Context: an optimization exercise on an open-source flow, tuned for small area. The choices shown serve that exercise and are no tape-out recipe.
The RTL was checked by simulation tests, not by an equivalence proof against the original design.
Power and IR drop assume default switching activity.

<file path="design/flow/config.mk">
export PLATFORM = sky130hd
export DESIGN_NAME = spi_slave_gpio_regmap
export DESIGN_NICKNAME = spi_slave_gpio_regmap
export VERILOG_FILES = /design/flow/design.v
export SDC_FILE = /design/flow/constraint.sdc
export NUM_CORES = 4
export LEC_CHECK = 0
export CAP_MARGIN = 20
export CORE_MARGIN = 2
export CORE_UTILIZATION = 65
export GPL_TIMING_DRIVEN = 0
export PLACE_DENSITY = 0.75
export SLEW_MARGIN = 20
export SYNTH_HIERARCHICAL = 1
</file>
<file path="design/flow/constraint.sdc">
create_clock -name core_clock -period 10.0 [get_ports {clk}]
set_input_delay 2.0000 -clock core_clock [delete_from_list [all_inputs] [get_ports {clk}]]
set_output_delay 2.0000 -clock core_clock [all_outputs]
set_load 0.01 [all_outputs]
</file>
<file path="design/flow/design.v">
module spi_slave_gpio_regmap (
  input  logic       clk,
  input  logic       rst_n,
  input  logic       cs,        
  input  logic       sclk,
  input  logic       mosi,
  output logic       miso,
  input  logic [7:0] gpio_in,
  output logic [7:0] gpio_out
);
  localparam logic [7:0] ID_VALUE = 8'hA5;
  logic sclk_d1, sclk_d2;
  logic cs_d1,   cs_d2;
  logic mosi_d1, mosi_d2;
  always_ff @(posedge clk or negedge rst_n) begin
    if (!rst_n) begin
      cs_d1 <= 1; cs_d2 <= 1;
    end else begin
      cs_d1 <= cs;
      cs_d2 <= cs_d1;
    end
  end
  always_ff @(posedge clk) begin
    sclk_d1 <= sclk;
    sclk_d2 <= sclk_d1;
    mosi_d1 <= mosi;
    mosi_d2 <= mosi_d1;
  end
  wire sclk_rise =  sclk_d1 & ~sclk_d2;
  wire sclk_fall = ~sclk_d1 &  sclk_d2;
  wire cs_active = ~cs_d2;
  logic [2:0] bit_cnt;
  logic [1:0] byte_cnt;
  logic [7:0] shift_in;
  logic       rw;
  logic [7:0] addr;
  logic [7:0] gpio_reg;
  logic [7:0] wbuf;
  logic       wpend;
  logic [4:0] phase;
  logic       sweep;
  logic [7:0] rbuf;       
  logic [3:0] nout;       
  wire rise_act  = cs_active & sclk_rise;
  wire fall_act  = cs_active & sclk_fall;
  wire byte_done = rise_act & (bit_cnt == 3'd7);
  wire [7:0] full_byte = {shift_in[6:0], mosi_d2};
  wire ld_addr = byte_done & (byte_cnt == 2'd1);
  wire rd_load = ld_addr & ~rw;
  wire wr_evt  = byte_done & (byte_cnt == 2'd2) & rw;
  wire [7:0] addr_nx = ld_addr ? full_byte : addr;
  wire [7:0] wbuf_nx = wr_evt  ? full_byte : wbuf;
  wire       wact  = wr_evt | wpend;
  wire       wslot = (addr[4:0] == phase);
  logic [255:0] ring [0:7];
  logic [7:0]   ins;
  genvar gr;
  generate
    for (gr = 0; gr < 8; gr++) begin : g_ring
      logic [7:0] slot_in;
      assign ins[gr] = sweep | (wact & wslot & (addr[7:5] == gr));
      for (genvar j = 0; j < 8; j++) begin : g_bit
        sgr_ao22 u_in (.a({ins[gr], ~ins[gr]}), .b({wbuf_nx[j], ring[gr][j]}), .y(slot_in[j]));
      end
      always_ff @(posedge clk)
        ring[gr] <= {slot_in, ring[gr][255:8]};
    end
  endgenerate
  wire [4:0] rpos = addr_nx[4:0] - phase;    
  wire [2:0] rsel = addr_nx[7:5];
  function automatic logic is_tap(input int j, input int p);
    case (j)
      7: is_tap = (p % 2) == 0;
      6: is_tap = (p % 4) == 0;
      5: is_tap = (p == 0) || (p == 6) || (p == 12) || (p == 18) || (p == 24) || (p == 28);
      4: is_tap = (p % 8) == 0;
      3: is_tap = (p % 8) == 0;
      2: is_tap = (p == 0) || (p == 10) || (p == 20);
      1: is_tap = (p == 0) || (p == 10) || (p == 20);
      default: is_tap = (p % 16) == 0;
    endcase
  endfunction
  logic [7:0]  r_oh, r_oh_n;
  logic [15:0] p_oh;
  logic [7:0]  aligned;
  logic [7:0]  tapv;
  always_comb begin
    for (int r = 0; r < 8; r++) begin
      r_oh[r]   = (rsel == r);
      r_oh_n[r] = ~r_oh[r];
    end
    for (int k = 0; k < 16; k++) p_oh[k] = (rpos == 2*k);
    for (int j = 0; j < 8; j++) begin
      aligned[j] = 1'b0;
      for (int k = 0; k < 16; k++)
        if (is_tap(j, 2*k)) aligned[j] = aligned[j] | p_oh[k];
    end
  end
  wire tl1;
  sgr_aoi32 utl1 (.a({p_oh[0], p_oh[1], p_oh[2]}), .b({ring[0][7], ring[0][23], ring[0][39]}), .y(tl1));
  wire tl2;
  sgr_aoi32 utl2 (.a({p_oh[3], p_oh[4], p_oh[5]}), .b({ring[0][55], ring[0][71], ring[0][87]}), .y(tl2));
  wire tl3;
  sgr_aoi32 utl3 (.a({p_oh[6], p_oh[7], p_oh[8]}), .b({ring[0][103], ring[0][119], ring[0][135]}), .y(tl3));
  wire tl4;
  sgr_aoi32 utl4 (.a({p_oh[9], p_oh[10], p_oh[11]}), .b({ring[0][151], ring[0][167], ring[0][183]}), .y(tl4));
  wire tl5;
  sgr_aoi32 utl5 (.a({p_oh[12], p_oh[13], p_oh[14]}), .b({ring[0][199], ring[0][215], ring[0][231]}), .y(tl5));
  wire tl6;
  sgr_nand2 utl6 (.a({p_oh[15], ring[0][247]}), .y(tl6));
  wire tg7;
  sgr_nand3 utg7 (.a({tl1, tl2, tl3}), .y(tg7));
  wire tg8;
  sgr_nand3 utg8 (.a({tl4, tl5, tl6}), .y(tg8));
  wire tl9;
  sgr_aoi32 utl9 (.a({p_oh[0], p_oh[1], p_oh[2]}), .b({ring[1][7], ring[1][23], ring[1][39]}), .y(tl9));
  wire tl10;
  sgr_aoi32 utl10 (.a({p_oh[3], p_oh[4], p_oh[5]}), .b({ring[1][55], ring[1][71], ring[1][87]}), .y(tl10));
  wire tl11;
  sgr_aoi32 utl11 (.a({p_oh[6], p_oh[7], p_oh[8]}), .b({ring[1][103], ring[1][119], ring[1][135]}), .y(tl11));
  wire tl12;
  sgr_aoi32 utl12 (.a({p_oh[9], p_oh[10], p_oh[11]}), .b({ring[1][151], ring[1][167], ring[1][183]}), .y(tl12));
  wire tl13;
  sgr_aoi32 utl13 (.a({p_oh[12], p_oh[13], p_oh[14]}), .b({ring[1][199], ring[1][215], ring[1][231]}), .y(tl13));
  wire tl14;
  sgr_nand2 utl14 (.a({p_oh[15], ring[1][247]}), .y(tl14));
  wire tg15;
  sgr_nand3 utg15 (.a({tl9, tl10, tl11}), .y(tg15));
  wire tg16;
  sgr_nand3 utg16 (.a({tl12, tl13, tl14}), .y(tg16));
  wire tl17;
  sgr_aoi32 utl17 (.a({p_oh[0], p_oh[1], p_oh[2]}), .b({ring[2][7], ring[2][23], ring[2][39]}), .y(tl17));
  wire tl18;
  sgr_aoi32 utl18 (.a({p_oh[3], p_oh[4], p_oh[5]}), .b({ring[2][55], ring[2][71], ring[2][87]}), .y(tl18));
  wire tl19;
  sgr_aoi32 utl19 (.a({p_oh[6], p_oh[7], p_oh[8]}), .b({ring[2][103], ring[2][119], ring[2][135]}), .y(tl19));
  wire tl20;
  sgr_aoi32 utl20 (.a({p_oh[9], p_oh[10], p_oh[11]}), .b({ring[2][151], ring[2][167], ring[2][183]}), .y(tl20));
  wire tl21;
  sgr_aoi32 utl21 (.a({p_oh[12], p_oh[13], p_oh[14]}), .b({ring[2][199], ring[2][215], ring[2][231]}), .y(tl21));
  wire tl22;
  sgr_nand2 utl22 (.a({p_oh[15], ring[2][247]}), .y(tl22));
  wire tg23;
  sgr_nand3 utg23 (.a({tl17, tl18, tl19}), .y(tg23));
  wire tg24;
  sgr_nand3 utg24 (.a({tl20, tl21, tl22}), .y(tg24));
  wire tl25;
  sgr_aoi32 utl25 (.a({p_oh[0], p_oh[1], p_oh[2]}), .b({ring[3][7], ring[3][23], ring[3][39]}), .y(tl25));
  wire tl26;
  sgr_aoi32 utl26 (.a({p_oh[3], p_oh[4], p_oh[5]}), .b({ring[3][55], ring[3][71], ring[3][87]}), .y(tl26));
  wire tl27;
  sgr_aoi32 utl27 (.a({p_oh[6], p_oh[7], p_oh[8]}), .b({ring[3][103], ring[3][119], ring[3][135]}), .y(tl27));
  wire tl28;
  sgr_aoi32 utl28 (.a({p_oh[9], p_oh[10], p_oh[11]}), .b({ring[3][151], ring[3][167], ring[3][183]}), .y(tl28));
  wire tl29;
  sgr_aoi32 utl29 (.a({p_oh[12], p_oh[13], p_oh[14]}), .b({ring[3][199], ring[3][215], ring[3][231]}), .y(tl29));
  wire tl30;
  sgr_nand2 utl30 (.a({p_oh[15], ring[3][247]}), .y(tl30));
  wire tg31;
  sgr_nand3 utg31 (.a({tl25, tl26, tl27}), .y(tg31));
  wire tg32;
  sgr_nand3 utg32 (.a({tl28, tl29, tl30}), .y(tg32));
  wire tl33;
  sgr_aoi32 utl33 (.a({p_oh[0], p_oh[1], p_oh[2]}), .b({ring[4][7], ring[4][23], ring[4][39]}), .y(tl33));
  wire tl34;
  sgr_aoi32 utl34 (.a({p_oh[3], p_oh[4], p_oh[5]}), .b({ring[4][55], ring[4][71], ring[4][87]}), .y(tl34));
  wire tl35;
  sgr_aoi32 utl35 (.a({p_oh[6], p_oh[7], p_oh[8]}), .b({ring[4][103], ring[4][119], ring[4][135]}), .y(tl35));
  wire tl36;
  sgr_aoi32 utl36 (.a({p_oh[9], p_oh[10], p_oh[11]}), .b({ring[4][151], ring[4][167], ring[4][183]}), .y(tl36));
  wire tl37;
  sgr_aoi32 utl37 (.a({p_oh[12], p_oh[13], p_oh[14]}), .b({ring[4][199], ring[4][215], ring[4][231]}), .y(tl37));
  wire tl38;
  sgr_nand2 utl38 (.a({p_oh[15], ring[4][247]}), .y(tl38));
  wire tg39;
  sgr_nand3 utg39 (.a({tl33, tl34, tl35}), .y(tg39));
  wire tg40;
  sgr_nand3 utg40 (.a({tl36, tl37, tl38}), .y(tg40));
  wire tl41;
  sgr_aoi32 utl41 (.a({p_oh[0], p_oh[1], p_oh[2]}), .b({ring[5][7], ring[5][23], ring[5][39]}), .y(tl41));
  wire tl42;
  sgr_aoi32 utl42 (.a({p_oh[3], p_oh[4], p_oh[5]}), .b({ring[5][55], ring[5][71], ring[5][87]}), .y(tl42));
  wire tl43;
  sgr_aoi32 utl43 (.a({p_oh[6], p_oh[7], p_oh[8]}), .b({ring[5][103], ring[5][119], ring[5][135]}), .y(tl43));
  wire tl44;
  sgr_aoi32 utl44 (.a({p_oh[9], p_oh[10], p_oh[11]}), .b({ring[5][151], ring[5][167], ring[5][183]}), .y(tl44));
  wire tl45;
  sgr_aoi32 utl45 (.a({p_oh[12], p_oh[13], p_oh[14]}), .b({ring[5][199], ring[5][215], ring[5][231]}), .y(tl45));
  wire tl46;
  sgr_nand2 utl46 (.a({p_oh[15], ring[5][247]}), .y(tl46));
  wire tg47;
  sgr_nand3 utg47 (.a({tl41, tl42, tl43}), .y(tg47));
  wire tg48;
  sgr_nand3 utg48 (.a({tl44, tl45, tl46}), .y(tg48));
  wire tl49;
  sgr_aoi32 utl49 (.a({p_oh[0], p_oh[1], p_oh[2]}), .b({ring[6][7], ring[6][23], ring[6][39]}), .y(tl49));
  wire tl50;
  sgr_aoi32 utl50 (.a({p_oh[3], p_oh[4], p_oh[5]}), .b({ring[6][55], ring[6][71], ring[6][87]}), .y(tl50));
  wire tl51;
  sgr_aoi32 utl51 (.a({p_oh[6], p_oh[7], p_oh[8]}), .b({ring[6][103], ring[6][119], ring[6][135]}), .y(tl51));
  wire tl52;
  sgr_aoi32 utl52 (.a({p_oh[9], p_oh[10], p_oh[11]}), .b({ring[6][151], ring[6][167], ring[6][183]}), .y(tl52));
  wire tl53;
  sgr_aoi32 utl53 (.a({p_oh[12], p_oh[13], p_oh[14]}), .b({ring[6][199], ring[6][215], ring[6][231]}), .y(tl53));
  wire tl54;
  sgr_nand2 utl54 (.a({p_oh[15], ring[6][247]}), .y(tl54));
  wire tg55;
  sgr_nand3 utg55 (.a({tl49, tl50, tl51}), .y(tg55));
  wire tg56;
  sgr_nand3 utg56 (.a({tl52, tl53, tl54}), .y(tg56));
  wire tl57;
  sgr_aoi32 utl57 (.a({p_oh[0], p_oh[1], p_oh[2]}), .b({ring[7][7], ring[7][23], ring[7][39]}), .y(tl57));
  wire tl58;
  sgr_aoi32 utl58 (.a({p_oh[3], p_oh[4], p_oh[5]}), .b({ring[7][55], ring[7][71], ring[7][87]}), .y(tl58));
  wire tl59;
  sgr_aoi32 utl59 (.a({p_oh[6], p_oh[7], p_oh[8]}), .b({ring[7][103], ring[7][119], ring[7][135]}), .y(tl59));
  wire tl60;
  sgr_aoi32 utl60 (.a({p_oh[9], p_oh[10], p_oh[11]}), .b({ring[7][151], ring[7][167], ring[7][183]}), .y(tl60));
  wire tl61;
  sgr_aoi32 utl61 (.a({p_oh[12], p_oh[13], p_oh[14]}), .b({ring[7][199], ring[7][215], ring[7][231]}), .y(tl61));
  wire tl62;
  sgr_nand2 utl62 (.a({p_oh[15], ring[7][247]}), .y(tl62));
  wire tg63;
  sgr_nand3 utg63 (.a({tl57, tl58, tl59}), .y(tg63));
  wire tg64;
  sgr_nand3 utg64 (.a({tl60, tl61, tl62}), .y(tg64));
  wire tl65;
  sgr_aoi32 utl65 (.a({r_oh[0], r_oh[0], r_oh[1]}), .b({tg7, tg8, tg15}), .y(tl65));
  wire tl66;
  sgr_aoi32 utl66 (.a({r_oh[1], r_oh[2], r_oh[2]}), .b({tg16, tg23, tg24}), .y(tl66));
  wire tl67;
  sgr_aoi32 utl67 (.a({r_oh[3], r_oh[3], r_oh[4]}), .b({tg31, tg32, tg39}), .y(tl67));
  wire tl68;
  sgr_aoi32 utl68 (.a({r_oh[4], r_oh[5], r_oh[5]}), .b({tg40, tg47, tg48}), .y(tl68));
  wire tl69;
  sgr_aoi32 utl69 (.a({r_oh[6], r_oh[6], r_oh[7]}), .b({tg55, tg56, tg63}), .y(tl69));
  wire tl70;
  sgr_nand2 utl70 (.a({r_oh[7], tg64}), .y(tl70));
  wire tg71;
  sgr_nand3 utg71 (.a({tl65, tl66, tl67}), .y(tg71));
  wire tg72;
  sgr_nand3 utg72 (.a({tl68, tl69, tl70}), .y(tg72));
  wire tg73;
  sgr_nor2 utg73 (.a({tg71, tg72}), .y(tg73));
  wire tg74;
  sgr_inv utg74 (.a(tg73), .y(tg74));
  assign tapv[7] = tg74;
  wire tl75;
  sgr_aoi32 utl75 (.a({p_oh[0], p_oh[2], p_oh[4]}), .b({ring[0][6], ring[0][38], ring[0][70]}), .y(tl75));
  wire tl76;
  sgr_aoi32 utl76 (.a({p_oh[6], p_oh[8], p_oh[10]}), .b({ring[0][102], ring[0][134], ring[0][166]}), .y(tl76));
  wire tl77;
  sgr_nand2 utl77 (.a({p_oh[12], ring[0][198]}), .y(tl77));
  wire tl78;
  sgr_nand2 utl78 (.a({p_oh[14], ring[0][230]}), .y(tl78));
  wire tg79;
  sgr_nand4 utg79 (.a({tl75, tl76, tl77, tl78}), .y(tg79));
  wire tl80;
  sgr_aoi32 utl80 (.a({p_oh[0], p_oh[2], p_oh[4]}), .b({ring[1][6], ring[1][38], ring[1][70]}), .y(tl80));
  wire tl81;
  sgr_aoi32 utl81 (.a({p_oh[6], p_oh[8], p_oh[10]}), .b({ring[1][102], ring[1][134], ring[1][166]}), .y(tl81));
  wire tl82;
  sgr_nand2 utl82 (.a({p_oh[12], ring[1][198]}), .y(tl82));
  wire tl83;
  sgr_nand2 utl83 (.a({p_oh[14], ring[1][230]}), .y(tl83));
  wire tg84;
  sgr_nand4 utg84 (.a({tl80, tl81, tl82, tl83}), .y(tg84));
  wire tl85;
  sgr_aoi32 utl85 (.a({p_oh[0], p_oh[2], p_oh[4]}), .b({ring[2][6], ring[2][38], ring[2][70]}), .y(tl85));
  wire tl86;
  sgr_aoi32 utl86 (.a({p_oh[6], p_oh[8], p_oh[10]}), .b({ring[2][102], ring[2][134], ring[2][166]}), .y(tl86));
  wire tl87;
  sgr_nand2 utl87 (.a({p_oh[12], ring[2][198]}), .y(tl87));
  wire tl88;
  sgr_nand2 utl88 (.a({p_oh[14], ring[2][230]}), .y(tl88));
  wire tg89;
  sgr_nand4 utg89 (.a({tl85, tl86, tl87, tl88}), .y(tg89));
  wire tl90;
  sgr_aoi32 utl90 (.a({p_oh[0], p_oh[2], p_oh[4]}), .b({ring[3][6], ring[3][38], ring[3][70]}), .y(tl90));
  wire tl91;
  sgr_aoi32 utl91 (.a({p_oh[6], p_oh[8], p_oh[10]}), .b({ring[3][102], ring[3][134], ring[3][166]}), .y(tl91));
  wire tl92;
  sgr_nand2 utl92 (.a({p_oh[12], ring[3][198]}), .y(tl92));
  wire tl93;
  sgr_nand2 utl93 (.a({p_oh[14], ring[3][230]}), .y(tl93));
  wire tg94;
  sgr_nand4 utg94 (.a({tl90, tl91, tl92, tl93}), .y(tg94));
  wire tl95;
  sgr_aoi32 utl95 (.a({p_oh[0], p_oh[2], p_oh[4]}), .b({ring[4][6], ring[4][38], ring[4][70]}), .y(tl95));
  wire tl96;
  sgr_aoi32 utl96 (.a({p_oh[6], p_oh[8], p_oh[10]}), .b({ring[4][102], ring[4][134], ring[4][166]}), .y(tl96));
  wire tl97;
  sgr_nand2 utl97 (.a({p_oh[12], ring[4][198]}), .y(tl97));
  wire tl98;
  sgr_nand2 utl98 (.a({p_oh[14], ring[4][230]}), .y(tl98));
  wire tg99;
  sgr_nand4 utg99 (.a({tl95, tl96, tl97, tl98}), .y(tg99));
  wire tl100;
  sgr_aoi32 utl100 (.a({p_oh[0], p_oh[2], p_oh[4]}), .b({ring[5][6], ring[5][38], ring[5][70]}), .y(tl100));
  wire tl101;
  sgr_aoi32 utl101 (.a({p_oh[6], p_oh[8], p_oh[10]}), .b({ring[5][102], ring[5][134], ring[5][166]}), .y(tl101));
  wire tl102;
  sgr_nand2 utl102 (.a({p_oh[12], ring[5][198]}), .y(tl102));
  wire tl103;
  sgr_nand2 utl103 (.a({p_oh[14], ring[5][230]}), .y(tl103));
  wire tg104;
  sgr_nand4 utg104 (.a({tl100, tl101, tl102, tl103}), .y(tg104));
  wire tl105;
  sgr_aoi32 utl105 (.a({p_oh[0], p_oh[2], p_oh[4]}), .b({ring[6][6], ring[6][38], ring[6][70]}), .y(tl105));
  wire tl106;
  sgr_aoi32 utl106 (.a({p_oh[6], p_oh[8], p_oh[10]}), .b({ring[6][102], ring[6][134], ring[6][166]}), .y(tl106));
  wire tl107;
  sgr_nand2 utl107 (.a({p_oh[12], ring[6][198]}), .y(tl107));
  wire tl108;
  sgr_nand2 utl108 (.a({p_oh[14], ring[6][230]}), .y(tl108));
  wire tg109;
  sgr_nand4 utg109 (.a({tl105, tl106, tl107, tl108}), .y(tg109));
  wire tl110;
  sgr_aoi32 utl110 (.a({p_oh[0], p_oh[2], p_oh[4]}), .b({ring[7][6], ring[7][38], ring[7][70]}), .y(tl110));
  wire tl111;
  sgr_aoi32 utl111 (.a({p_oh[6], p_oh[8], p_oh[10]}), .b({ring[7][102], ring[7][134], ring[7][166]}), .y(tl111));
  wire tl112;
  sgr_nand2 utl112 (.a({p_oh[12], ring[7][198]}), .y(tl112));
  wire tl113;
  sgr_nand2 utl113 (.a({p_oh[14], ring[7][230]}), .y(tl113));
  wire tg114;
  sgr_nand4 utg114 (.a({tl110, tl111, tl112, tl113}), .y(tg114));
  wire tl115;
  sgr_aoi32 utl115 (.a({r_oh[0], r_oh[1], r_oh[2]}), .b({tg79, tg84, tg89}), .y(tl115));
  wire tl116;
  sgr_aoi32 utl116 (.a({r_oh[3], r_oh[4], r_oh[5]}), .b({tg94, tg99, tg104}), .y(tl116));
  wire tl117;
  sgr_nand2 utl117 (.a({r_oh[6], tg109}), .y(tl117));
  wire tl118;
  sgr_nand2 utl118 (.a({r_oh[7], tg114}), .y(tl118));
  wire tg119;
  sgr_nand4 utg119 (.a({tl115, tl116, tl117, tl118}), .y(tg119));
  assign tapv[6] = tg119;
  wire tl120;
  sgr_aoi32 utl120 (.a({p_oh[0], p_oh[3], p_oh[6]}), .b({ring[0][5], ring[0][53], ring[0][101]}), .y(tl120));
  wire tl121;
  sgr_aoi32 utl121 (.a({p_oh[9], p_oh[12], p_oh[14]}), .b({ring[0][149], ring[0][197], ring[0][229]}), .y(tl121));
  wire tg122;
  sgr_nand2 utg122 (.a({tl120, tl121}), .y(tg122));
  wire tl123;
  sgr_aoi32 utl123 (.a({p_oh[0], p_oh[3], p_oh[6]}), .b({ring[1][5], ring[1][53], ring[1][101]}), .y(tl123));
  wire tl124;
  sgr_aoi32 utl124 (.a({p_oh[9], p_oh[12], p_oh[14]}), .b({ring[1][149], ring[1][197], ring[1][229]}), .y(tl124));
  wire tg125;
  sgr_nand2 utg125 (.a({tl123, tl124}), .y(tg125));
  wire tl126;
  sgr_aoi32 utl126 (.a({p_oh[0], p_oh[3], p_oh[6]}), .b({ring[2][5], ring[2][53], ring[2][101]}), .y(tl126));
  wire tl127;
  sgr_aoi32 utl127 (.a({p_oh[9], p_oh[12], p_oh[14]}), .b({ring[2][149], ring[2][197], ring[2][229]}), .y(tl127));
  wire tg128;
  sgr_nand2 utg128 (.a({tl126, tl127}), .y(tg128));
  wire tl129;
  sgr_aoi32 utl129 (.a({p_oh[0], p_oh[3], p_oh[6]}), .b({ring[3][5], ring[3][53], ring[3][101]}), .y(tl129));
  wire tl130;
  sgr_aoi32 utl130 (.a({p_oh[9], p_oh[12], p_oh[14]}), .b({ring[3][149], ring[3][197], ring[3][229]}), .y(tl130));
  wire tg131;
  sgr_nand2 utg131 (.a({tl129, tl130}), .y(tg131));
  wire tl132;
  sgr_aoi32 utl132 (.a({p_oh[0], p_oh[3], p_oh[6]}), .b({ring[4][5], ring[4][53], ring[4][101]}), .y(tl132));
  wire tl133;
  sgr_aoi32 utl133 (.a({p_oh[9], p_oh[12], p_oh[14]}), .b({ring[4][149], ring[4][197], ring[4][229]}), .y(tl133));
  wire tg134;
  sgr_nand2 utg134 (.a({tl132, tl133}), .y(tg134));
  wire tl135;
  sgr_aoi32 utl135 (.a({p_oh[0], p_oh[3], p_oh[6]}), .b({ring[5][5], ring[5][53], ring[5][101]}), .y(tl135));
  wire tl136;
  sgr_aoi32 utl136 (.a({p_oh[9], p_oh[12], p_oh[14]}), .b({ring[5][149], ring[5][197], ring[5][229]}), .y(tl136));
  wire tg137;
  sgr_nand2 utg137 (.a({tl135, tl136}), .y(tg137));
  wire tl138;
  sgr_aoi32 utl138 (.a({p_oh[0], p_oh[3], p_oh[6]}), .b({ring[6][5], ring[6][53], ring[6][101]}), .y(tl138));
  wire tl139;
  sgr_aoi32 utl139 (.a({p_oh[9], p_oh[12], p_oh[14]}), .b({ring[6][149], ring[6][197], ring[6][229]}), .y(tl139));
  wire tg140;
  sgr_nand2 utg140 (.a({tl138, tl139}), .y(tg140));
  wire tl141;
  sgr_aoi32 utl141 (.a({p_oh[0], p_oh[3], p_oh[6]}), .b({ring[7][5], ring[7][53], ring[7][101]}), .y(tl141));
  wire tl142;
  sgr_aoi32 utl142 (.a({p_oh[9], p_oh[12], p_oh[14]}), .b({ring[7][149], ring[7][197], ring[7][229]}), .y(tl142));
  wire tg143;
  sgr_nand2 utg143 (.a({tl141, tl142}), .y(tg143));
  wire tl144;
  sgr_aoi32 utl144 (.a({r_oh[0], r_oh[1], r_oh[2]}), .b({tg122, tg125, tg128}), .y(tl144));
  wire tl145;
  sgr_aoi32 utl145 (.a({r_oh[3], r_oh[4], r_oh[5]}), .b({tg131, tg134, tg137}), .y(tl145));
  wire tl146;
  sgr_nand2 utl146 (.a({r_oh[6], tg140}), .y(tl146));
  wire tl147;
  sgr_nand2 utl147 (.a({r_oh[7], tg143}), .y(tl147));
  wire tg148;
  sgr_nand4 utg148 (.a({tl144, tl145, tl146, tl147}), .y(tg148));
  assign tapv[5] = tg148;
  wire tl149;
  sgr_aoi32 utl149 (.a({p_oh[0], p_oh[4], p_oh[8]}), .b({ring[0][4], ring[0][68], ring[0][132]}), .y(tl149));
  wire tl150;
  sgr_nand2 utl150 (.a({p_oh[12], ring[0][196]}), .y(tl150));
  wire tg151;
  sgr_nand2 utg151 (.a({tl149, tl150}), .y(tg151));
  wire tl152;
  sgr_aoi32 utl152 (.a({p_oh[0], p_oh[4], p_oh[8]}), .b({ring[1][4], ring[1][68], ring[1][132]}), .y(tl152));
  wire tl153;
  sgr_nand2 utl153 (.a({p_oh[12], ring[1][196]}), .y(tl153));
  wire tg154;
  sgr_nand2 utg154 (.a({tl152, tl153}), .y(tg154));
  wire tl155;
  sgr_aoi32 utl155 (.a({p_oh[0], p_oh[4], p_oh[8]}), .b({ring[2][4], ring[2][68], ring[2][132]}), .y(tl155));
  wire tl156;
  sgr_nand2 utl156 (.a({p_oh[12], ring[2][196]}), .y(tl156));
  wire tg157;
  sgr_nand2 utg157 (.a({tl155, tl156}), .y(tg157));
  wire tl158;
  sgr_aoi32 utl158 (.a({p_oh[0], p_oh[4], p_oh[8]}), .b({ring[3][4], ring[3][68], ring[3][132]}), .y(tl158));
  wire tl159;
  sgr_nand2 utl159 (.a({p_oh[12], ring[3][196]}), .y(tl159));
  wire tg160;
  sgr_nand2 utg160 (.a({tl158, tl159}), .y(tg160));
  wire tl161;
  sgr_aoi32 utl161 (.a({p_oh[0], p_oh[4], p_oh[8]}), .b({ring[4][4], ring[4][68], ring[4][132]}), .y(tl161));
  wire tl162;
  sgr_nand2 utl162 (.a({p_oh[12], ring[4][196]}), .y(tl162));
  wire tg163;
  sgr_nand2 utg163 (.a({tl161, tl162}), .y(tg163));
  wire tl164;
  sgr_aoi32 utl164 (.a({p_oh[0], p_oh[4], p_oh[8]}), .b({ring[5][4], ring[5][68], ring[5][132]}), .y(tl164));
  wire tl165;
  sgr_nand2 utl165 (.a({p_oh[12], ring[5][196]}), .y(tl165));
  wire tg166;
  sgr_nand2 utg166 (.a({tl164, tl165}), .y(tg166));
  wire tl167;
  sgr_aoi32 utl167 (.a({p_oh[0], p_oh[4], p_oh[8]}), .b({ring[6][4], ring[6][68], ring[6][132]}), .y(tl167));
  wire tl168;
  sgr_nand2 utl168 (.a({p_oh[12], ring[6][196]}), .y(tl168));
  wire tg169;
  sgr_nand2 utg169 (.a({tl167, tl168}), .y(tg169));
  wire tl170;
  sgr_aoi32 utl170 (.a({p_oh[0], p_oh[4], p_oh[8]}), .b({ring[7][4], ring[7][68], ring[7][132]}), .y(tl170));
  wire tl171;
  sgr_nand2 utl171 (.a({p_oh[12], ring[7][196]}), .y(tl171));
  wire tg172;
  sgr_nand2 utg172 (.a({tl170, tl171}), .y(tg172));
  wire tl173;
  sgr_aoi32 utl173 (.a({r_oh[0], r_oh[1], r_oh[2]}), .b({tg151, tg154, tg157}), .y(tl173));
  wire tl174;
  sgr_aoi32 utl174 (.a({r_oh[3], r_oh[4], r_oh[5]}), .b({tg160, tg163, tg166}), .y(tl174));
  wire tl175;
  sgr_nand2 utl175 (.a({r_oh[6], tg169}), .y(tl175));
  wire tl176;
  sgr_nand2 utl176 (.a({r_oh[7], tg172}), .y(tl176));
  wire tg177;
  sgr_nand4 utg177 (.a({tl173, tl174, tl175, tl176}), .y(tg177));
  assign tapv[4] = tg177;
  wire tl178;
  sgr_aoi32 utl178 (.a({p_oh[0], p_oh[4], p_oh[8]}), .b({ring[0][3], ring[0][67], ring[0][131]}), .y(tl178));
  wire tl179;
  sgr_nand2 utl179 (.a({p_oh[12], ring[0][195]}), .y(tl179));
  wire tg180;
  sgr_nand2 utg180 (.a({tl178, tl179}), .y(tg180));
  wire tl181;
  sgr_aoi32 utl181 (.a({p_oh[0], p_oh[4], p_oh[8]}), .b({ring[1][3], ring[1][67], ring[1][131]}), .y(tl181));
  wire tl182;
  sgr_nand2 utl182 (.a({p_oh[12], ring[1][195]}), .y(tl182));
  wire tg183;
  sgr_nand2 utg183 (.a({tl181, tl182}), .y(tg183));
  wire tl184;
  sgr_aoi32 utl184 (.a({p_oh[0], p_oh[4], p_oh[8]}), .b({ring[2][3], ring[2][67], ring[2][131]}), .y(tl184));
  wire tl185;
  sgr_nand2 utl185 (.a({p_oh[12], ring[2][195]}), .y(tl185));
  wire tg186;
  sgr_nand2 utg186 (.a({tl184, tl185}), .y(tg186));
  wire tl187;
  sgr_aoi32 utl187 (.a({p_oh[0], p_oh[4], p_oh[8]}), .b({ring[3][3], ring[3][67], ring[3][131]}), .y(tl187));
  wire tl188;
  sgr_nand2 utl188 (.a({p_oh[12], ring[3][195]}), .y(tl188));
  wire tg189;
  sgr_nand2 utg189 (.a({tl187, tl188}), .y(tg189));
  wire tl190;
  sgr_aoi32 utl190 (.a({p_oh[0], p_oh[4], p_oh[8]}), .b({ring[4][3], ring[4][67], ring[4][131]}), .y(tl190));
  wire tl191;
  sgr_nand2 utl191 (.a({p_oh[12], ring[4][195]}), .y(tl191));
  wire tg192;
  sgr_nand2 utg192 (.a({tl190, tl191}), .y(tg192));
  wire tl193;
  sgr_aoi32 utl193 (.a({p_oh[0], p_oh[4], p_oh[8]}), .b({ring[5][3], ring[5][67], ring[5][131]}), .y(tl193));
  wire tl194;
  sgr_nand2 utl194 (.a({p_oh[12], ring[5][195]}), .y(tl194));
  wire tg195;
  sgr_nand2 utg195 (.a({tl193, tl194}), .y(tg195));
  wire tl196;
  sgr_aoi32 utl196 (.a({p_oh[0], p_oh[4], p_oh[8]}), .b({ring[6][3], ring[6][67], ring[6][131]}), .y(tl196));
  wire tl197;
  sgr_nand2 utl197 (.a({p_oh[12], ring[6][195]}), .y(tl197));
  wire tg198;
  sgr_nand2 utg198 (.a({tl196, tl197}), .y(tg198));
  wire tl199;
  sgr_aoi32 utl199 (.a({p_oh[0], p_oh[4], p_oh[8]}), .b({ring[7][3], ring[7][67], ring[7][131]}), .y(tl199));
  wire tl200;
  sgr_nand2 utl200 (.a({p_oh[12], ring[7][195]}), .y(tl200));
  wire tg201;
  sgr_nand2 utg201 (.a({tl199, tl200}), .y(tg201));
  wire tl202;
  sgr_aoi32 utl202 (.a({r_oh[0], r_oh[1], r_oh[2]}), .b({tg180, tg183, tg186}), .y(tl202));
  wire tl203;
  sgr_aoi32 utl203 (.a({r_oh[3], r_oh[4], r_oh[5]}), .b({tg189, tg192, tg195}), .y(tl203));
  wire tl204;
  sgr_nand2 utl204 (.a({r_oh[6], tg198}), .y(tl204));
  wire tl205;
  sgr_nand2 utl205 (.a({r_oh[7], tg201}), .y(tl205));
  wire tg206;
  sgr_nand4 utg206 (.a({tl202, tl203, tl204, tl205}), .y(tg206));
  assign tapv[3] = tg206;
  wire tl207;
  sgr_aoi32 utl207 (.a({p_oh[0], p_oh[5], p_oh[10]}), .b({ring[0][2], ring[0][82], ring[0][162]}), .y(tl207));
  wire tg208;
  sgr_nor2 utg208 (.a({r_oh_n[0], tl207}), .y(tg208));
  wire tl209;
  sgr_aoi32 utl209 (.a({p_oh[0], p_oh[5], p_oh[10]}), .b({ring[1][2], ring[1][82], ring[1][162]}), .y(tl209));
  wire tg210;
  sgr_nor2 utg210 (.a({r_oh_n[1], tl209}), .y(tg210));
  wire tl211;
  sgr_aoi32 utl211 (.a({p_oh[0], p_oh[5], p_oh[10]}), .b({ring[2][2], ring[2][82], ring[2][162]}), .y(tl211));
  wire tg212;
  sgr_nor2 utg212 (.a({r_oh_n[2], tl211}), .y(tg212));
  wire tl213;
  sgr_aoi32 utl213 (.a({p_oh[0], p_oh[5], p_oh[10]}), .b({ring[3][2], ring[3][82], ring[3][162]}), .y(tl213));
  wire tg214;
  sgr_nor2 utg214 (.a({r_oh_n[3], tl213}), .y(tg214));
  wire tl215;
  sgr_aoi32 utl215 (.a({p_oh[0], p_oh[5], p_oh[10]}), .b({ring[4][2], ring[4][82], ring[4][162]}), .y(tl215));
  wire tg216;
  sgr_nor2 utg216 (.a({r_oh_n[4], tl215}), .y(tg216));
  wire tl217;
  sgr_aoi32 utl217 (.a({p_oh[0], p_oh[5], p_oh[10]}), .b({ring[5][2], ring[5][82], ring[5][162]}), .y(tl217));
  wire tg218;
  sgr_nor2 utg218 (.a({r_oh_n[5], tl217}), .y(tg218));
  wire tl219;
  sgr_aoi32 utl219 (.a({p_oh[0], p_oh[5], p_oh[10]}), .b({ring[6][2], ring[6][82], ring[6][162]}), .y(tl219));
  wire tg220;
  sgr_nor2 utg220 (.a({r_oh_n[6], tl219}), .y(tg220));
  wire tl221;
  sgr_aoi32 utl221 (.a({p_oh[0], p_oh[5], p_oh[10]}), .b({ring[7][2], ring[7][82], ring[7][162]}), .y(tl221));
  wire tg222;
  sgr_nor2 utg222 (.a({r_oh_n[7], tl221}), .y(tg222));
  wire tg223;
  sgr_nor4 utg223 (.a({tg208, tg210, tg212, tg214}), .y(tg223));
  wire tg224;
  sgr_nor4 utg224 (.a({tg216, tg218, tg220, tg222}), .y(tg224));
  wire tg225;
  sgr_nand2 utg225 (.a({tg223, tg224}), .y(tg225));
  assign tapv[2] = tg225;
  wire tl226;
  sgr_aoi32 utl226 (.a({p_oh[0], p_oh[5], p_oh[10]}), .b({ring[0][1], ring[0][81], ring[0][161]}), .y(tl226));
  wire tg227;
  sgr_nor2 utg227 (.a({r_oh_n[0], tl226}), .y(tg227));
  wire tl228;
  sgr_aoi32 utl228 (.a({p_oh[0], p_oh[5], p_oh[10]}), .b({ring[1][1], ring[1][81], ring[1][161]}), .y(tl228));
  wire tg229;
  sgr_nor2 utg229 (.a({r_oh_n[1], tl228}), .y(tg229));
  wire tl230;
  sgr_aoi32 utl230 (.a({p_oh[0], p_oh[5], p_oh[10]}), .b({ring[2][1], ring[2][81], ring[2][161]}), .y(tl230));
  wire tg231;
  sgr_nor2 utg231 (.a({r_oh_n[2], tl230}), .y(tg231));
  wire tl232;
  sgr_aoi32 utl232 (.a({p_oh[0], p_oh[5], p_oh[10]}), .b({ring[3][1], ring[3][81], ring[3][161]}), .y(tl232));
  wire tg233;
  sgr_nor2 utg233 (.a({r_oh_n[3], tl232}), .y(tg233));
  wire tl234;
  sgr_aoi32 utl234 (.a({p_oh[0], p_oh[5], p_oh[10]}), .b({ring[4][1], ring[4][81], ring[4][161]}), .y(tl234));
  wire tg235;
  sgr_nor2 utg235 (.a({r_oh_n[4], tl234}), .y(tg235));
  wire tl236;
  sgr_aoi32 utl236 (.a({p_oh[0], p_oh[5], p_oh[10]}), .b({ring[5][1], ring[5][81], ring[5][161]}), .y(tl236));
  wire tg237;
  sgr_nor2 utg237 (.a({r_oh_n[5], tl236}), .y(tg237));
  wire tl238;
  sgr_aoi32 utl238 (.a({p_oh[0], p_oh[5], p_oh[10]}), .b({ring[6][1], ring[6][81], ring[6][161]}), .y(tl238));
  wire tg239;
  sgr_nor2 utg239 (.a({r_oh_n[6], tl238}), .y(tg239));
  wire tl240;
  sgr_aoi32 utl240 (.a({p_oh[0], p_oh[5], p_oh[10]}), .b({ring[7][1], ring[7][81], ring[7][161]}), .y(tl240));
  wire tg241;
  sgr_nor2 utg241 (.a({r_oh_n[7], tl240}), .y(tg241));
  wire tg242;
  sgr_nor4 utg242 (.a({tg227, tg229, tg231, tg233}), .y(tg242));
  wire tg243;
  sgr_nor4 utg243 (.a({tg235, tg237, tg239, tg241}), .y(tg243));
  wire tg244;
  sgr_nand2 utg244 (.a({tg242, tg243}), .y(tg244));
  assign tapv[1] = tg244;
  wire tl245;
  sgr_nand2 utl245 (.a({p_oh[0], ring[0][0]}), .y(tl245));
  wire tl246;
  sgr_nand2 utl246 (.a({p_oh[8], ring[0][128]}), .y(tl246));
  wire tg247;
  sgr_nand2 utg247 (.a({tl245, tl246}), .y(tg247));
  wire tl248;
  sgr_nand2 utl248 (.a({p_oh[0], ring[1][0]}), .y(tl248));
  wire tl249;
  sgr_nand2 utl249 (.a({p_oh[8], ring[1][128]}), .y(tl249));
  wire tg250;
  sgr_nand2 utg250 (.a({tl248, tl249}), .y(tg250));
  wire tl251;
  sgr_nand2 utl251 (.a({p_oh[0], ring[2][0]}), .y(tl251));
  wire tl252;
  sgr_nand2 utl252 (.a({p_oh[8], ring[2][128]}), .y(tl252));
  wire tg253;
  sgr_nand2 utg253 (.a({tl251, tl252}), .y(tg253));
  wire tl254;
  sgr_nand2 utl254 (.a({p_oh[0], ring[3][0]}), .y(tl254));
  wire tl255;
  sgr_nand2 utl255 (.a({p_oh[8], ring[3][128]}), .y(tl255));
  wire tg256;
  sgr_nand2 utg256 (.a({tl254, tl255}), .y(tg256));
  wire tl257;
  sgr_nand2 utl257 (.a({p_oh[0], ring[4][0]}), .y(tl257));
  wire tl258;
  sgr_nand2 utl258 (.a({p_oh[8], ring[4][128]}), .y(tl258));
  wire tg259;
  sgr_nand2 utg259 (.a({tl257, tl258}), .y(tg259));
  wire tl260;
  sgr_nand2 utl260 (.a({p_oh[0], ring[5][0]}), .y(tl260));
  wire tl261;
  sgr_nand2 utl261 (.a({p_oh[8], ring[5][128]}), .y(tl261));
  wire tg262;
  sgr_nand2 utg262 (.a({tl260, tl261}), .y(tg262));
  wire tl263;
  sgr_nand2 utl263 (.a({p_oh[0], ring[6][0]}), .y(tl263));
  wire tl264;
  sgr_nand2 utl264 (.a({p_oh[8], ring[6][128]}), .y(tl264));
  wire tg265;
  sgr_nand2 utg265 (.a({tl263, tl264}), .y(tg265));
  wire tl266;
  sgr_nand2 utl266 (.a({p_oh[0], ring[7][0]}), .y(tl266));
  wire tl267;
  sgr_nand2 utl267 (.a({p_oh[8], ring[7][128]}), .y(tl267));
  wire tg268;
  sgr_nand2 utg268 (.a({tl266, tl267}), .y(tg268));
  wire tl269;
  sgr_aoi32 utl269 (.a({r_oh[0], r_oh[1], r_oh[2]}), .b({tg247, tg250, tg253}), .y(tl269));
  wire tl270;
  sgr_aoi32 utl270 (.a({r_oh[3], r_oh[4], r_oh[5]}), .b({tg256, tg259, tg262}), .y(tl270));
  wire tl271;
  sgr_nand2 utl271 (.a({r_oh[6], tg265}), .y(tl271));
  wire tl272;
  sgr_nand2 utl272 (.a({r_oh[7], tg268}), .y(tl272));
  wire tg273;
  sgr_nand4 utg273 (.a({tl269, tl270, tl271, tl272}), .y(tg273));
  assign tapv[0] = tg273;
  wire       special = (addr_nx[7:1] == 7'd0);
  wire [7:0] spec_val = addr_nx[0] ? gpio_in : ID_VALUE;
  wire [7:0] cap = aligned & {8{~special}};
  logic [7:0] rbuf_nx;
  always_comb
    for (int j = 0; j < 8; j++)
      rbuf_nx[j] = cap[j] ? tapv[j] : (rd_load ? spec_val[j] : rbuf[j]);
  always_ff @(posedge clk or negedge rst_n) begin
    if (!rst_n) begin
      gpio_reg <= 0;
      wbuf     <= 0;
      wpend    <= 0;
      phase    <= 0;
      sweep    <= 1;
      nout     <= 4'd8;
      miso     <= 0;
    end else begin
      phase <= phase + 5'd1;
      if (phase == 5'd31) sweep <= 1'b0;
      wbuf  <= wbuf_nx;
      wpend <= wact & ~wslot;
      if (wr_evt && addr == 8'h02)
        gpio_reg <= full_byte;
      if (rd_load)
        nout <= 4'd0;
      if (fall_act) begin
        if (nout[3]) begin
          miso <= 1'b0;
        end else begin
          miso <= rbuf_nx[~nout[2:0]];
          nout <= nout + 4'd1;
        end
      end
    end
  end
  always_ff @(posedge clk) begin
    addr <= addr_nx;
    rbuf <= rbuf_nx;
    if (!cs_active) begin
      bit_cnt  <= 0;
      byte_cnt <= 0;
    end
    if (rise_act) begin
      shift_in <= full_byte;
      if (bit_cnt == 3'd7) begin
        if (byte_cnt == 2'd0) rw <= full_byte[0];
        byte_cnt <= byte_cnt + 1;
        bit_cnt  <= 0;
      end else begin
        bit_cnt <= bit_cnt + 1;
      end
    end
  end
  assign gpio_out = gpio_reg;
endmodule
module sgr_inv (input logic a, output logic y);
  assign y = ~a;
endmodule
module sgr_nand2 (input logic [1:0] a, output logic y);
  assign y = ~&a;
endmodule
module sgr_nand3 (input logic [2:0] a, output logic y);
  assign y = ~&a;
endmodule
module sgr_nand4 (input logic [3:0] a, output logic y);
  assign y = ~&a;
endmodule
module sgr_nor2 (input logic [1:0] a, output logic y);
  assign y = ~|a;
endmodule
module sgr_nor3 (input logic [2:0] a, output logic y);
  assign y = ~|a;
endmodule
module sgr_nor4 (input logic [3:0] a, output logic y);
  assign y = ~|a;
endmodule
module sgr_aoi22 (input logic [1:0] a, input logic [1:0] b, output logic y);
  assign y = ~|(a & b);
endmodule
module sgr_aoi32 (input logic [2:0] a, input logic [2:0] b, output logic y);
  assign y = ~|(a & b);
endmodule
module sgr_ao22 (input logic [1:0] a, input logic [1:0] b, output logic y);
  assign y = |(a & b);
endmodule
</file>
<file path="design/flow/flow/run.sh">
#!/bin/bash
# Standard layout, with clock tree synthesis told not to add dummy loads and
# the port buffers made with the smallest buffer.
set -euo pipefail
export CTS_ARGS="-sink_clustering_enable -repair_clock_nets -buf_list sky130_fd_sc_hd__clkbuf_8 -sink_clustering_size 20 -sink_clustering_max_diameter 60 -dont_use_dummy_load"
export BUFFER_PORTS_ARGS="-buffer_cell sky130_fd_sc_hd__buf_1"
bash standard.sh > standard_flow.log 2>&1
</file>
<file path="design/flow/standard.sh">
#!/bin/bash
# synth_recipe.tcl (not shown) runs the flow's synth.tcl, then flattens the netlist and writes it again
# the make line also repeats each setting of config.mk as NAME=value (left out here)
make -C /OpenROAD-flow-scripts/flow DESIGN_CONFIG=/design/flow/config.mk WORK_HOME=/design/flow/orfs CLKGATE_MAP_FILE= SYNTH_SCRIPT=/design/flow/synth_recipe.tcl "${@:-finish}"
</file>
==> flow_metrics.py, run 1 <==
metrics = {
    "outcome": {
        "status": "timing/DRC/antenna clean",
    },
    "place": {
        "portBuffers": 21,
        "dp_hpwl_microns": 47660,
        "place_area_sq_um": 48350,
        "place.gp.congestion": 0.8135,
    },
    "cts": {
        "cts_resized": 0,
        "clock-sinks": 2111,
        "cts_hold_buf": 0,
        "cts_made_buffers": 116,
        "postCtsSetupRepairBufs": 0,
        "clk_pin_slew_ns": 0.11,
        "cts-htree-levels": 3,
        "tritoncts": "built",
        "clk_latency_ns": 0.76,
        "clockBufferDepth": 3,
        "clockRootBuffer": "clkbuf_8",
    },
    "die": {
        "die_h_microns": 271.9,
        "fp.coreArea_sq_um": 71240,
        "die_w_microns": 271.9,
        "fp.dieArea_sq_um": 73950,
        "initial_core_util": 0.6551,
        "rows": 98,
        "io_pins": 22,
    },
    "pwr": {
        "power_mw": 11.75,
        "pwr-share-seq": 0.718,
        "power_frac_clock": 0.277,
        "peakVddDrop_mv": 0.1603,
        "switching_share": 0.1925,
        "power_switching_mw": 2.263,
        "p_int_mw": 9.491,
        "p_leak_nw": 19.78,
        "powerDensity_nw_per_um2": 235.3,
        "power_frac_comb": 0.005,
    },
    "sta": {
        "whs_ns": 0.2506,
        "hold_viol_final": 0,
        "fin_tns_setup_ns": 0,
        "finClkSkew_ns": 0.08381,
        "grt_setup_unrepaired": "no",
        "slew_headroom": 0.1430,
        "fmax_mhz": 140.3,
        "tightest_slew_ns": 1.281,
        "period_needed_ns": 7.125,
        "drv_slew": 0,
        "setup_viol": 0,
        "fin_crit_sh": 0.7125,
    },
    "worst_setup_path": {
        "start_kind": "register",
        "arrival_ns": 7.71,
        "critical_path.max_stage_delay_ns": 1.04,
        "crit_cells": 25,
        "worstSetupPathType": "reg -> reg",
        "path_delay_family": "compound AO/OA/AOI/OAI gates",
        "worstSetupEndpointType": "register",
        "rr_worst_depth": 25,
        "path_buf_inv": 4,
        "cp_data_required_time_ns": 10.58,
        "reg2reg_slack_ns": 2.87,
        "crit_slowest_cell": "a222oi_1",
        "critical_path.most_common_cell": "ha_1",
        "critPathMaxFanout": 21,
    },
    "cells_and_area": {
        "fillers": 4412,
        "multiInputGateArea_sq_um": 4038,
        "area_growth_pct": 7.022,
        "final_cell_mix": "dfxtp_1, nand2_1, a222oi_1, clkbuf_8, a22o_1",
        "top_register": "ring",
        "seqCellArea_sq_um": 42530,
        "final_core_util": 0.7011,
        "drive_above_1_share": 0.06538,
        "largest_reg_flops": 2048,
        "nNetsFinal": 2888,
        "layout_commonest_cell": "dfxtp_1",
        "design_area_sq_um": 49940,
    },
    "hold_path": {
        "hold_class": "reg -> reg",
        "worstHoldPathCells": 0,
    },
    "global_routing": {
        "grt_pass1_wl_microns": 117900,
        "gr-usage-all-layers": 0.2115,
        "overflow": 0,
        "grt_max_degree": 31,
        "grt_pass1_vias": 20034,
        "antenna_found_initial": 1,
    },
    "route": {
        "wirelength_microns": 77760,
        "drc": 0,
        "avgRoutedWirePerCell_microns": 20.41,
        "vias": 19706,
        "viasPerCell": 5.171,
        "first_pass_iters": 6,
        "ant_nets": 0,
        "drt-initial-drc-count": 1792,
    },
    "synth": {
        "syn_nets": 2735,
        "synth_edf_count": 11,
        "yosys_warnings": 8,
        "synth_area_sq_um": 46670,
        "seq_area_frac_synth": 0.9113,
        "synth.avg_cell_area_sq_um": 17.23,
        "async_flop_share": 0.01421,
        "synth_cells": 2709,
        "ys_ff_latch": 2111,
        "synth.distinct_cells": 59,
        "synth-main-ff-cell": "dfxtp_1",
    },
    "job": {
        "drv_cap": 0,
    },
}
-- Yosys stat by module, one instance, submodules excluded --
module | cell area, sq um | flops+latches | cells inside
sgr_nor2 | 3.754 | 0 | 1
sgr_inv | 3.754 | 0 | 1
sgr_nor4 | 12.51 | 0 | 1
sgr_nand3 | 5.005 | 0 | 1
spi_slave_gpio_regmap | 44250 | 2111 | 2372
sgr_nand2 | 3.754 | 0 | 1
sgr_aoi32 | 10.01 | 0 | 1
sgr_ao22 | 8.758 | 0 | 1
sgr_nand4 | 6.256 | 0 | 1
-- final timing paths --
kind | from | endpoint
hold / removal | ring[2][27] | ring[2][19]
hold reg to reg | ring[2][27] | ring[2][19]
setup reg to reg | bit_cnt[0] | miso
setup / recovery | bit_cnt[0] | miso
max in group asynchronous | rst_n | wbuf[3]
min in group asynchronous | rst_n | wbuf[0]
-- area by class of cell --
| type | instances | area share |
|---|---|---|
| antenna | 1 | 0.00005010 |
| buffer | 9 | 0.0009269 |
| clock buffer | 116 | 0.03197 |
| inverter | 36 | 0.002706 |
| multi-input combinational | 553 | 0.08084 |
| sequential | 2111 | 0.8515 |
| tap | 950 | 0.02380 |
| timing repair buffer | 35 | 0.008242 |
-- power groups by stage --
stage          clock network, mW  registers (mW)  logic (mW)
2_1_floorplan                  0            8.63      0.0350
3_3_place_gp                   0            8.63      0.0512
3_5_place_dp                   0            8.63      0.0562
4_1_cts                     3.33            8.44      0.0568
5_1_grt                     3.61            8.44      0.0646
6_report                    3.26            8.44      0.0583
-- metal layers --
| layer | share of wire | wire, microns | GRT usage | vias up |
|---|---|---|---|---|
| met5 | 0 | 0 | 0 | - |
| met4 | 0.029 | 2277 | 0.07663 | 0 |
| met3 | 0.061 | 4709 | 0.03500 | 151 |
| met2 | 0.44 | 34170 | 0.3205 | 600 |
| met1 | 0.47 | 36610 | 0.3116 | 9706 |
| li1 | - | - | - | 9249 |
-- metrics by stage --
| stage | setup slack (ns) | cells |
|---|---|---|
| final | 2.875 | 3811 |
| after detailed placement | 2.879 | 3694 |
| after global placement | -1.082 | 3680 |
| after CTS | 2.806 | 3810 |
| after floorplan | 3.544 | 2709 |
| after global routing | 2.505 | 3811 |
-- synthesized netlist by cell type, types with 8 or more instances --
library cell | count | share of area
a21oi_1 | 8 | 0.00086
a222oi_1 | 119 | 0.026
a22o_1 | 64 | 0.012
dfrtp_1 | 26 | 0.014
dfxtp_1 | 2070 | 0.89
edfxtp_1 | 11 | 0.0071
ha_1 | 12 | 0.0032
inv_1 | 36 | 0.0029
mux2_2 | 25 | 0.0060
nand2_1 | 128 | 0.010
nand3_1 | 36 | 0.0039
nand4_1 | 14 | 0.0019
nor2_1 | 54 | 0.0043
xnor2_1 | 8 | 0.0015
-- cell families (layout without fill, tap and decap cells) --
| kind of cell | count (synthesis) | in the layout | share of synthesized area |
|---|---|---|---|
| flops | 2111 | 2111 | 0.9113 |
| simple gates | 274 | 274 | 0.02700 |
| compound gates | 222 | 222 | 0.04416 |
| buf+inv | 45 | 196 | 0.003888 |
| mux | 28 | 28 | 0.006756 |
| xor+xnor | 16 | 16 | 0.003298 |
| fa+ha+maj | 13 | 13 | 0.003646 |
| other cells | 0 | 1 | 0 |
==> run 2: changes to the inputs <==
--- a/design/flow/config.mk
+++ b/design/flow/config.mk
@@ -9,5 +9,4 @@
 export CORE_MARGIN = 2
 export CORE_UTILIZATION = 65
-export GPL_TIMING_DRIVEN = 0
 export PLACE_DENSITY = 0.75
 export SLEW_MARGIN = 20
==> flow_metrics.py, run 2 <==
metrics = {
    "synth": {
        "synth.avg_cell_area_sq_um": 17.23,
        "synth_edf_count": 11,
        "syn_nets": 2735,
        "synth_top_family_by_area": "compound AO/OA/AOI/OAI gates",
        "yosys-top-cells-count": "dfxtp_1, nand2_1, a222oi_1",
        "synth_top_area_share": 0.8880,
        "synth-main-ff-cell": "dfxtp_1",
        "synth.distinct_cells": 59,
        "async_flop_share": 0.01421,
        "synthAdderAreaFrac": 0.003646,
        "synth_cells": 2709,
        "ys_ff_latch": 2111,
        "synth_xor_area_frac": 0.003298,
        "seq_area_frac_synth": 0.9113,
        "synthTopCellsByArea": "dfxtp_1, a222oi_1, dfrtp_1",
        "synth_area_sq_um": 46670,
        "synth-compound-area-share": 0.04416,
        "yosys_warnings": 8,
        "synth_largest_area_cell": "dfxtp_1",
        "synthMuxAreaShare": 0.006756,
        "yosys.area_share.simple": 0.02700,
        "yosysMostFrequentCell": "dfxtp_1",
    },
    "worst_setup_path": {
        "rr_worst_depth": 23,
        "arrival_ns": 7.16,
        "crit_slowest_cell": "buf_4",
        "critical_path.max_stage_delay_ns": 0.67,
        "r2r_start": "bit_cnt[0]",
        "worstSetupEndpointType": "register",
        "path_cells": "ha_1, ha_1, nand3b_1, nor2_4, mux2_2, inv_1, ha_1, fa_1, nand2b_1, a21oi_1, xor2_1, xnor2_1, nand2_1, nor2_4, buf_4, a222oi_1, nand2_1, a222oi_1, nand4_1, mux2_2, nor2_1, or4b_1, o211ai_1",
        "critical_path.most_common_cell": "ha_1",
        "worstSetupPathType": "reg -> reg",
        "critPathMaxFanout": 48,
        "start_kind": "register",
        "cp_data_required_time_ns": 10.67,
        "path_delay_family": "simple AND/OR/NAND/NOR gates",
        "path_buf_inv": 2,
        "crit_cells": 23,
        "crit_path_start": "bit_cnt[0]",
    },
    "route": {
        "vias": 19560,
        "drt-met1-wl_microns": 36630,
        "avgRoutedWirePerCell_microns": 20.77,
        "viasPerCell": 5.143,
        "wirelength_microns": 78970,
        "drt-initial-drc-count": 2005,
        "ant_nets": 0,
        "wl_met2_microns": 34450,
        "drc": 0,
        "route.met3.wl_microns": 5594,
        "highest_layer": "met4",
        "first_pass_iters": 7,
    },
    "sta": {
        "period_needed_ns": 6.487,
        "grt_setup_unrepaired": "no",
        "slew_headroom": 0.2837,
        "fin_tns_setup_ns": 0,
        "fin_crit_sh": 0.6487,
        "fmax_mhz": 154.2,
        "setup_viol": 0,
        "hold_viol_final": 0,
        "drv_slew": 0,
        "whs_ns": 0.2645,
        "tightest_slew_ns": 1.073,
        "finClkSkew_ns": 0.09179,
    },
    "cells_and_area": {
        "final_cell_mix": "dfxtp_1, nand2_1, a222oi_1, clkbuf_8, a22o_1",
        "area_growth_pct": 6.376,
        "nNetsFinal": 2879,
        "seqCellArea_sq_um": 42530,
        "layout_commonest_cell": "dfxtp_1",
        "largest_reg_flops": 2048,
        "top_register": "ring",
        "fillers": 4478,
        "final_core_util": 0.6968,
        "multiInputGateArea_sq_um": 4000,
        "drive_above_1_share": 0.06419,
    },
    "die": {
        "fp.dieArea_sq_um": 73950,
        "initial_core_util": 0.6551,
        "io_pins": 22,
        "rows": 98,
        "die_w_microns": 271.9,
        "die_h_microns": 271.9,
        "fp.coreArea_sq_um": 71240,
    },
    "cts": {
        "cts_resized": 0,
        "cts_hold_buf": 0,
        "clockBufferDepth": 3,
        "clk_latency_ns": 0.75,
        "cts_made_buffers": 117,
        "cts-htree-levels": 3,
        "postCtsSetupRepairBufs": 0,
        "tritoncts": "built",
        "clock-sinks": 2111,
        "clk_pin_slew_ns": 0.11,
        "clockRootBuffer": "clkbuf_8",
    },
    "pwr": {
        "powerDensity_nw_per_um2": 237.1,
        "p_leak_nw": 19.69,
        "peakVddDrop_mv": 0.2249,
    },
    "global_routing": {
        "grt_pass1_vias": 19787,
        "grt_max_degree": 49,
        "overflow": 0,
        "antenna_found_initial": 2,
        "grt_pass1_wl_microns": 118600,
        "gr-usage-all-layers": 0.2144,
    },
    "place": {
        "dp_hpwl_microns": 48370,
        "place.gp.congestion": 0.8970,
        "portBuffers": 21,
    },
    "hold_path": {
        "worstHoldStart": "ring[0][157]",
        "hold_class": "reg -> reg",
        "worstHoldPathCells": 0,
    },
    "outcome": {
        "status": "timing/DRC/antenna clean",
    },
    "job": {
        "drv_cap": 0,
    },
}
run 2: cell counts after synthesis:
No cell type changed its count.
run 2: power breakdown:
part           leakage (nW)  total, mW  internal [mW]  switching (mW)
clock                 0.841       3.28           1.05            2.22
combinational          1.69     0.0501         0.0187          0.0313
sequential             17.2       8.45           8.43          0.0202
total                  19.7       11.8           9.50            2.28
run 2: Yosys stat by module, one instance, submodules excluded:
| module | flops+latches | cells inside | times used |
|---|---|---|---|
| sgr_nand4 | 0 | 1 | 13 |
| sgr_aoi32 | 0 | 1 | 119 |
| spi_slave_gpio_regmap | 2111 | 2372 | 1 |
| sgr_ao22 | 0 | 1 | 64 |
| sgr_nand2 | 0 | 1 | 101 |
| sgr_inv | 0 | 1 | 1 |
| sgr_nor2 | 0 | 1 | 17 |
| sgr_nor4 | 0 | 1 | 4 |
| sgr_nand3 | 0 | 1 | 18 |
run 2: metrics by stage:
stage | setup slack, ns | instance area (sq um) | power, mW | cells
6_report | 3.513 | 49640 | 11.77 | 3803
5_1_grt | 3.039 | 49640 | 12.15 | 3803
4_1_cts | 3.601 | 49640 | 11.85 | 3801
3_5_place_dp | 3.661 | 48030 | 8.685 | 3684
3_3_place_gp | 3.874 | 48030 | 8.680 | 3684
2_1_floorplan | 3.544 | 46670 | 8.662 | 2709
run 2: worst paths after layout:
| check | to | slack, ns |
|---|---|---|
| worst max register to register | miso | 3.51 |
| max in group asynchronous | wbuf[2] | 8.06 |
| worst min register to register | ring[0][149] | 0.26 |
| min in group asynchronous | gpio_reg[3] | 1.32 |
| worst max-delay path | miso | 3.51 |
| worst min-delay path | ring[0][149] | 0.26 |
run 2: logic make-up (layout without fill, tap and decap cells):
logic type | count (synthesis) | in the layout
fa+ha+maj | 13 | 13
mux | 28 | 28
other cells | 0 | 2
flops | 2111 | 2111
buf+inv | 45 | 187
compound gates | 222 | 222
simple gates | 274 | 274
xor+xnor | 16 | 16
run 2: routing by layer:
layer | vias up | GRT usage
li1 | 9238 | -
met1 | 9508 | 0.3124
met2 | 669 | 0.3238
met3 | 145 | 0.04099
met4 | 0 | 0.07880
met5 | - | 0
run 2: worst reg2reg max path, stage by stage (launching register included):
cell	delay (ns)
edfxtp_1	0.39
ha_1	0.18
ha_1	0.25
nand3b_1	0.23
nor2_4	0.41
mux2_2	0.28
inv_1	0.06
ha_1	0.20
fa_1	0.43
nand2b_1	0.17
a21oi_1	0.15
xor2_1	0.33
xnor2_1	0.25
nand2_1	0.23
nor2_4	0.47
buf_4	0.68
a222oi_1	0.22
nand2_1	0.10
a222oi_1	0.16
nand4_1	0.34
mux2_2	0.24
nor2_1	0.04
or4b_1	0.48
o211ai_1	0.12
run 2: area by class of cell:
| class | instances | share of cell area |
|---|---|---|
| inverter | 36 | 0.002722 |
| sequential | 2111 | 0.8566 |
| timing repair buffer | 34 | 0.003579 |
| tap | 950 | 0.02394 |
| antenna | 2 | 0.0001008 |
| multi-input combinational | 553 | 0.08058 |
| clock buffer | 117 | 0.03244 |
==> run 3: changes to the inputs <==
==> design/flow/flow/run.sh (replaced) <==
#!/bin/bash
# Standard layout, with clock tree synthesis told not to add dummy loads and
# the port buffers made with the smallest buffer.
set -euo pipefail
export CTS_ARGS="-sink_clustering_enable -repair_clock_nets -buf_list sky130_fd_sc_hd__clkbuf_8 -sink_clustering_buffer sky130_fd_sc_hd__clkbuf_4 -sink_clustering_size 11 -sink_clustering_max_diameter 45 -dont_use_dummy_load"
export BUFFER_PORTS_ARGS="-buffer_cell sky130_fd_sc_hd__buf_1"
bash standard.sh > standard_flow.log 2>&1
==> flow_metrics.py, run 3 <==
metrics = {
    "cts": {
        "tritoncts": "built",
        "cts_hold_buf": 0,
        "clockRootBuffer": "clkbuf_8",
        "clk_latency_ns": 0.82,
        "clock-sinks": 2111,
        "postCtsSetupRepairBufs": 0,
        "cts_resized": 0,
        "cts_made_buffers": 211,
        "clockBufferDepth": 3,
        "cts-htree-levels": 4,
        "clk_pin_slew_ns": 0.10,
    },
    "worst_setup_path": {
        "cp_data_required_time_ns": 10.67,
        "worstSetupPathType": "reg -> reg",
        "reg2reg_slack_ns": 3.58,
        "critPathMaxFanout": 48,
        "start_kind": "register",
        "arrival_ns": 7.09,
        "worstSetupEndpointType": "register",
    },
    "sta": {
        "hold_viol_final": 0,
        "slew_headroom": 0.2735,
        "setup_viol": 0,
        "drv_slew": 0,
        "period_needed_ns": 6.416,
        "grt_setup_unrepaired": "no",
        "finClkSkew_ns": 0.09871,
        "whs_ns": 0.2695,
        "tightest_slew_ns": 1.089,
        "fin_crit_sh": 0.6416,
        "setup_ws_ns": 3.584,
        "fin_tns_setup_ns": 0,
        "fmax_mhz": 155.9,
    },
    "synth": {
        "synth_edf_count": 11,
        "seq_area_frac_synth": 0.9113,
        "yosysMostFrequentCell": "dfxtp_1",
        "synth-main-ff-cell": "dfxtp_1",
        "async_flop_share": 0.01421,
        "yosys_warnings": 8,
        "synth_top_area_share": 0.8880,
        "synthTopCellsByArea": "dfxtp_1, a222oi_1, dfrtp_1",
        "synth_largest_area_cell": "dfxtp_1",
        "synth_cells": 2709,
        "synth.avg_cell_area_sq_um": 17.23,
        "ys_ff_latch": 2111,
        "syn_nets": 2735,
        "synth_area_sq_um": 46670,
        "yosys-top-cells-count": "dfxtp_1, nand2_1, a222oi_1",
        "synth.distinct_cells": 59,
    },
    "die": {
        "fp.dieArea_sq_um": 73950,
        "fp.coreArea_sq_um": 71240,
        "io_pins": 22,
        "die_h_microns": 271.9,
        "die_w_microns": 271.9,
        "initial_core_util": 0.6551,
        "rows": 98,
    },
    "cells_and_area": {
        "largest_reg_flops": 2048,
        "nNetsFinal": 2973,
        "area_growth_pct": 6.547,
        "layout_commonest_cell": "dfxtp_1",
        "final_cell_mix": "dfxtp_1, clkbuf_4, nand2_1, a222oi_1, a22o_1",
        "drive_above_1_share": 0.09406,
        "top_register": "ring",
    },
    "global_routing": {
        "grt_pass1_vias": 20608,
        "overflow": 0,
        "grt_pass1_wl_microns": 120100,
        "gr-usage-all-layers": 0.2176,
        "antenna_found_initial": 2,
        "grt_max_degree": 49,
    },
    "pwr": {
        "pwr-share-seq": 0.714,
        "p_int_mw": 9.499,
        "power_mw": 11.83,
        "power_switching_mw": 2.331,
        "powerDensity_nw_per_um2": 237.9,
        "power_frac_clock": 0.282,
        "switching_share": 0.1970,
        "peakVddDrop_mv": 0.1736,
        "p_leak_nw": 19.87,
        "power_frac_comb": 0.004,
    },
    "route": {
        "vias": 20165,
        "viasPerCell": 5.174,
        "drc": 0,
        "first_pass_iters": 9,
        "avgRoutedWirePerCell_microns": 20.22,
        "ant_nets": 0,
        "drt-initial-drc-count": 1879,
        "wirelength_microns": 78810,
    },
    "place": {
        "place.gp.congestion": 0.8970,
        "place_ws_ns": 3.661,
        "dp_hpwl_microns": 48370,
        "portBuffers": 21,
    },
    "hold_path": {
        "hold_class": "reg -> reg",
    },
    "job": {
        "drv_cap": 0,
    },
    "outcome": {
        "status": "timing/DRC/antenna clean",
    },
}
[run 3: Yosys stat by module, one instance, submodules excluded, excerpt]
| module | times used | cells inside | flip-flops and latches | cell area (sq um) |
|---|---|---|---|---|
| sgr_nand3 | 18 | 1 | 0 | 5.005 |
| sgr_aoi32 | 119 | 1 | 0 | 10.01 |
| spi_slave_gpio_regmap | 1 | 2372 | 2111 | 44250 |
| sgr_nand4 | 13 | 1 | 0 | 6.256 |
| sgr_nor2 | 17 | 1 | 0 | 3.754 |
| sgr_inv | 1 | 1 | 0 | 3.754 |
| sgr_nor4 | 4 | 1 | 0 | 12.51 |
[run 3: final timing paths]
check,start,endpoint,cells past startpoint
min,ring[2][171],ring[2][163],0
min in group asynchronous,rst_n,gpio_reg[5],1
max in group asynchronous,rst_n,wbuf[6],1
max reg2reg,bit_cnt[0],miso,23
min reg2reg,ring[2][171],ring[2][163],0
max,bit_cnt[0],miso,23
[run 3: layout make-up]
cell class	instances	area, sq um
sequential	2111	42530
fill	4520	21520
multi-input combinational	553	4000
clock buffer	211	1690
tap	950	1189
timing repair buffer	34	177.7
inverter	36	135.1
antenna	2	5.005
[run 3: cell families (layout without fill, tap and decap cells)]
| group | count (synthesis) | count (layout) | share of synthesized area |
|---|---|---|---|
| AOI/OAI and AO/OA | 222 | 222 | 0.04416 |
| xor gates and xnor gates | 16 | 16 | 0.003298 |
| adders and majority gates | 13 | 13 | 0.003646 |
| buffers and inverters | 45 | 281 | 0.003888 |
| DFF | 2111 | 2111 | 0.9113 |
| muxes | 28 | 28 | 0.006756 |
| other | 0 | 2 | 0 |
| and+or+nand+nor | 274 | 274 | 0.02700 |
[run 3: per-layer routing]
layer	wire length (microns)	GRT usage	vias to the layer above
li1	-	-	9498
met1	36780	0.3134	9745
met2	33870	0.3188	756
met3	5726	0.05404	166
met4	2434	0.08965	0
met5	0	0	-
[run 3: power by group through the flow]
stage	combinational (mW)	sequential [mW]	clock, mW
after global placement	0.0446	8.64	0
after global routing	0.0556	8.45	3.77
after detailed placement	0.0488	8.64	0
after floorplan	0.0350	8.63	0
final	0.0500	8.45	3.34
after CTS	0.0493	8.44	3.44
[run 3: per-stage QoR]
step / area (sq um) / std cells / utilization
after floorplan: 46670 / 2709 / -
after global placement: 48030 / 3684 / 0.6742
after detailed placement: 48030 / 3684 / 0.6742
after CTS: 49720 / 3895 / 0.6979
after global routing: 49720 / 3896 / 0.6979
final: 49720 / 3897 / 0.6980
[run 3: critical path, stage by stage (launching register included)]
cell and delay [ns]:
edfxtp_1 0.37, ha_1 0.16, ha_1 0.23, nand3b_1 0.23
nor2_4 0.41, mux2_2 0.28, inv_1 0.06, ha_1 0.20
fa_1 0.44, nand2b_1 0.17, a21oi_1 0.15, xor2_1 0.34
xnor2_1 0.18, nand2_1 0.22, nor2_4 0.15, buf_4 0.40
a222oi_1 0.39, nand2_1 0.10, a222oi_1 0.59, nand4_1 0.32
mux2_2 0.36, o211a_1 0.24, a21boi_1 0.15, o211ai_1 0.12

-- port drivers added, routing unchanged --
Ports are ideal in the flow. The routed layouts listed here were re-timed in OpenROAD. Step 1 assumes that a clkbuf_16 drives the clock port and a buf_2 every other input. Step 2 also shifts input and output timing later by t, the mid clock arrival at the registers, as if the neighbouring blocks saw the same clock. Slacks: ideal ports / drivers / drivers and shift; pairs: ideal ports / drivers.
| run | t, ns | slack for setup (ns) |
|---|---|---|
| run 1 | 0.764 | 2.875 / 2.875 / 2.875 |
| run 2 | 0.784 | 3.513 / 3.513 / 3.513 |
| run 3 | 0.840 | 3.584 / 3.584 / 3.584 |
After both steps setup and hold are still met in every run listed.
